Source: an optimization exercise on an open RTL-to-GDS flow (aim: small area and a short achievable clock period). Production flows keep margins and buffers that such runs may drop. Only simulation tests tie the RTL to the original design; equivalence was not proved. Power figures rest on the tool's default switching activity, not on a simulated workload.

==> 07-16 <==
## MAC
module MAC #(parameter ABIT = 16, BBIT = 16, EBIT = 8)
(
	i_clk,
	i_a, i_b, i_loadVal,
	i_load, i_add, i_useMul,
	o_result
);
Settings: LEC_CHECK=0, CAP_MARGIN=20, CORE_MARGIN=2, CORE_UTILIZATION=60, SLEW_MARGIN=20; clock period 12.0 ns.
standard.sh (not shown) runs the stock make flow with config.mk's settings and CLKGATE_MAP_FILE= SYNTH_SCRIPT=/design/flow/synth_recipe.tcl, a recipe that flattens the netlist after the stock synthesis.
==> flow/flow/run.sh <==
#!/bin/bash
set -euo pipefail
export BUFFER_PORTS_ARGS="-buffer_cell sky130_fd_sc_hd__buf_2"
export SETUP_SLACK_MARGIN=7.0
bash standard.sh > standard.log 2>&1
==> inputs of 11-19, as changes to 07-16 <==
==> flow/flow/run.sh (replaced) <==
#!/bin/bash
set -euo pipefail
export BUFFER_PORTS_ARGS="-buffer_cell sky130_fd_sc_hd__buf_2"
export SYNTH_ARGS="-noabc"
export SETUP_SLACK_MARGIN=6.7
bash standard.sh > standard.log 2>&1
- CTS_BUF_LIST: default -> sky130_fd_sc_hd__clkbuf_4 sky130_fd_sc_hd__clkbuf_8
==> inputs of 07-18, as changes to 07-16 <==
==> flow/flow/run.sh (replaced) <==
#!/bin/bash
set -euo pipefail
export BUFFER_PORTS_ARGS="-buffer_cell sky130_fd_sc_hd__buf_2"
export SYNTH_ARGS="-noabc"
export SETUP_SLACK_MARGIN=6.5
bash standard.sh > standard.log 2>&1
- CTS_BUF_LIST: default -> sky130_fd_sc_hd__clkbuf_4 sky130_fd_sc_hd__clkbuf_8
- GPL_ROUTABILITY_DRIVEN: default -> 0
- PLACE_DENSITY: default -> 0.7
==> comparison <==
The lowest core utilization belongs to 07-18, the highest to 07-16.
Synthesized cell count is the same in 11-19 and 07-18.
The lowest cell count belongs to 07-18, the highest to 07-16.
In 07-16 the critical path depth is higher than in 07-18, by 2.
First-iteration DRC count, lowest first: 07-18, 07-16, 11-19.
Via count: 07-16 > 11-19 > 07-18.
==> figures <==
| item | 07-18 | 11-19 | 07-16 |
|---|---|---|---|
| Run status | no timing/DRC/antenna violations | no timing/DRC/antenna violations | no timing/DRC/antenna violations |
| Core Footprint | 0.0153 mm2 | 0.0153 mm2 | 0.0165 mm2 |
| Buffer share of cell area | 9.28% | 11.2% | 11.0% |
| Buffer and inverter count on the worst path | 3 | 3 | 7 |
| Proportion of netlist area held by the largest area contributor | 24.9% | 24.9% | 23.2% |
| Placed instance count | 1275 | 1275 | 1427 |
| Internal Power | 1430 uW | 1620 uW | 1860 uW |
| Source of the worst register-to-register timing path | C[0] | C[0] | S[4] |
| Number of filler instances in the final layout | 1209 | 1045 | 1089 |
| Crit-path slowest cell | fa_1 | fa_2 | fa_2 |
| Worst-path maximum fanout | 11 | 6 | 7 |
| Commonest non-fill, non-tap cell in the layout | xnor2_1 | xnor2_1 | inv_1 |
| Capturing instance or port of the critical path | C[7] | C[12] | C[12] |
| Upper clock frequency limit | 0.183 GHz | 0.184 GHz | 0.183 GHz |

==> inputs of 12-18 <==
Another version of the RTL of MAC (not shown whole).
## MAC
module MAC #(parameter ABIT = 16, BBIT = 16, EBIT = 8)
(
	i_clk,
	i_a, i_b, i_loadVal,
	i_load, i_add, i_useMul,
	o_result
);
export LEC_CHECK = 0
export CAP_MARGIN = 20
export CORE_MARGIN = 2
export CORE_UTILIZATION = 60
export CTS_BUF_LIST = sky130_fd_sc_hd__clkbuf_4 sky130_fd_sc_hd__clkbuf_8
export PLACE_DENSITY = 0.7
export SLEW_MARGIN = 20
create_clock -name core_clock -period 12.0 [get_ports {i_clk}]
==> flow/flow/run.sh <==
#!/bin/bash
set -euo pipefail
export BUFFER_PORTS_ARGS="-buffer_cell sky130_fd_sc_hd__buf_2"
export SYNTH_ARGS="-noabc"
export SETUP_SLACK_MARGIN=6.5
bash standard.sh > standard.log 2>&1
==> inputs of 05-09, as changes to 12-18 <==
==> flow/flow/run.sh (replaced) <==
#!/bin/bash
set -euo pipefail
export BUFFER_PORTS_ARGS="-buffer_cell sky130_fd_sc_hd__buf_2"
export SETUP_SLACK_MARGIN=6.5
bash standard.sh > standard.log 2>&1
==> comparison <==
- Setup slack: 05-09 is lower than 12-18 (130 ps).
- In 05-09 the combinational power is lower than in 12-18, by 8.9%.
- Against 12-18, the sequential share of layout area of 05-09 is higher by 0.36 points.
- Between 05-09 and 12-18, the lower via count is in 05-09 (gap 17%, measured against 12-18).
- Against 12-18, the core utilization of 05-09 is higher by 1.8 points.
- Non-clock buffer count: 05-09 is lower than 12-18 (11).
==> figures <==
| quantity | 05-09 | 12-18 |
|---|---|---|
| Achievable frequency | 179 MHz | 184 MHz |
| Unique cell type count in the Yosys netlist | 57 | 56 |
| Wire per inst | 19.0 um | 21.2 um |
| Leading cell type in the layout, fill and taps excluded | sky130_fd_sc_hd__inv_1 | sky130_fd_sc_hd__a22oi_1 |
| Run status | no timing/DRC/antenna violations | no timing/DRC/antenna violations |
| Internal power | 1540 uW | 1660 uW |
| Number of global-route vias before repair | 7662 | 8778 |
| Via-to-Cell Ratio | 5.80 | 6.53 |
| Net switching power of the design | 1440 uW | 1560 uW |
| Power density over the cells | 253 mW/mm2 | 265 mW/mm2 |
| Wire length on met3 | 2480 um | 3530 um |
| Fraction of synthesized area in multiplexers | 3.71% | 4.14% |
| First drt pass iteration count | 6 | 9 |
| Met3 routing resource usage after global routing | 6.68% | 6.27% |

==> inputs of trial 85 <==
RTL: one of the versions met above, not the one the previous note started from.
Design MAC, start of the top module:
module MAC #(parameter ABIT = 16, BBIT = 16, EBIT = 8)
(
	i_clk,
	i_a, i_b, i_loadVal,
	i_load, i_add, i_useMul,
	o_result
);
export LEC_CHECK = 0
export CAP_MARGIN = 20
export CORE_MARGIN = 2
export CORE_UTILIZATION = 60
export CTS_BUF_LIST = sky130_fd_sc_hd__clkbuf_4 sky130_fd_sc_hd__clkbuf_8
export PLACE_DENSITY = 0.7
export SLEW_MARGIN = 20
create_clock -name core_clock -period 12.0 [get_ports {i_clk}]
==> flow/flow/run.sh <==
#!/bin/bash
set -euo pipefail
export BUFFER_PORTS_ARGS="-buffer_cell sky130_fd_sc_hd__buf_2"
export SYNTH_ARGS="-noabc"
export SETUP_SLACK_MARGIN=6.6
bash standard.sh > standard.log 2>&1
==> trial 31 (differences from trial 85) <==
==> flow/flow/run.sh (replaced) <==
#!/bin/bash
set -euo pipefail
export BUFFER_PORTS_ARGS="-buffer_cell sky130_fd_sc_hd__buf_2"
export SYNTH_ARGS="-noabc"
export SETUP_SLACK_MARGIN=6.5
bash standard.sh > standard.log 2>&1
Settings changed: CAP_MARGIN 20 to 5, SLEW_MARGIN 20 to 5.
==> build 76 (differences from trial 85) <==
==> flow/flow/run.sh (replaced) <==
#!/bin/bash
set -euo pipefail
export BUFFER_PORTS_ARGS="-buffer_cell sky130_fd_sc_hd__buf_1"
export SETUP_SLACK_MARGIN=6.5
bash standard.sh > standard.log 2>&1
Settings changed: CORE_UTILIZATION 60 to 70, PLACE_DENSITY 0.7 to not set.
==> comparison <==
- Sequential power, lowest first: trial 31, trial 85, build 76.
- In die area, trial 31 and trial 85 do not differ.
- Non-clock buffer count, lowest first: build 76, trial 31, trial 85.
- Of build 76 and trial 85, build 76 has the higher utilization (gap 6.9 points).
- Critical path depth is the same in build 76 and trial 31.
- Clock-buffer cell count: build 76 is lower than trial 31 (1).
- Routed wire length, lowest first: trial 31, trial 85, build 76.
- The highest global-route usage belongs to build 76, the lowest to trial 31.
- In trial 31 the combinational power is lower than in build 76, by 9.1%.
==> figures <==
item                                                                               build 76        trial 85        trial 31
Initial DRC Count                                                                       951             936             579
Share of cell area taken by multi-input logic gates                                   0.710           0.717           0.727
Routed vias                                                                            9135            8490            7947
Full die area                                                                    15400 um^2      16700 um^2      16700 um^2
Transition time at the pin with the least slew margin                              0.903 ns        0.603 ns        0.623 ns
Filler Cells Inserted                                                                   817            1051            1209
Gr usage total                                                                        0.372           0.321           0.311
First-pass GRT wire length                                                          42.9 mm         40.8 mm         39.5 mm
Net Sw Power                                                                        1.60 mW         1.44 mW         1.38 mW
Endpoint of the worst hold path                                                       S[39]            S[0]            S[0]
Core region area                                                                 14000 um^2      15300 um^2      15300 um^2
Critical path depth in cells                                                             13              12              13
Post-layout total power                                                             3.12 mW         2.98 mW         2.82 mW
Result of the run                                                            finished clean  finished clean  finished clean
Global routing usage on met3                                                         0.0563          0.0623          0.0491
Post-synth design cell area                                                      10100 um^2       9410 um^2       9410 um^2
Share of synthesized cell area in full adder, half adder and majority cells           0.303           0.325           0.325
Drt wl/cell                                                                         20.6 um         20.6 um         18.9 um
Post-CTS setup buffers                                                                   33              45              33

==> port drivers added, routing unchanged <==
Ports are ideal in the flow. The routed layouts listed here were re-timed in OpenROAD.
Step 1 assumes that a clkbuf_16 drives the clock port and a buf_2 every other input.
Step 2, shift: input delay + t, output delay - t, t = (earliest + latest rising clock arrival at the registers) / 2. This alone moves slack from input paths to output paths.
Three values: ideal, step 1, step 2; two values: the first two.
run	t, ns	slack for setup (ns)	worst slew at a driven data input, ns
07-16	0.378	6.533 / 6.537 / 6.160	0.05
11-19	0.403	6.566 / 6.557 / 6.153	0.06
07-18	0.407	6.540 / 6.561 / 6.154	0.04
12-18	0.398	6.560 / 6.513 / 6.114	0.20
05-09	0.403	6.427 / 6.390 / 6.117	0.06
trial 85	0.415	6.550 / 6.538 / 6.137	0.05
trial 31	0.407	6.540 / 6.561 / 6.154	0.04
build 76	0.380	6.473 / 6.471 / 6.092	0.04
After both steps every run listed still meets setup and hold. The setup slack of 12-18, which loses most, moves by -0.047 ns with the drivers and by -0.446 ns with both steps.
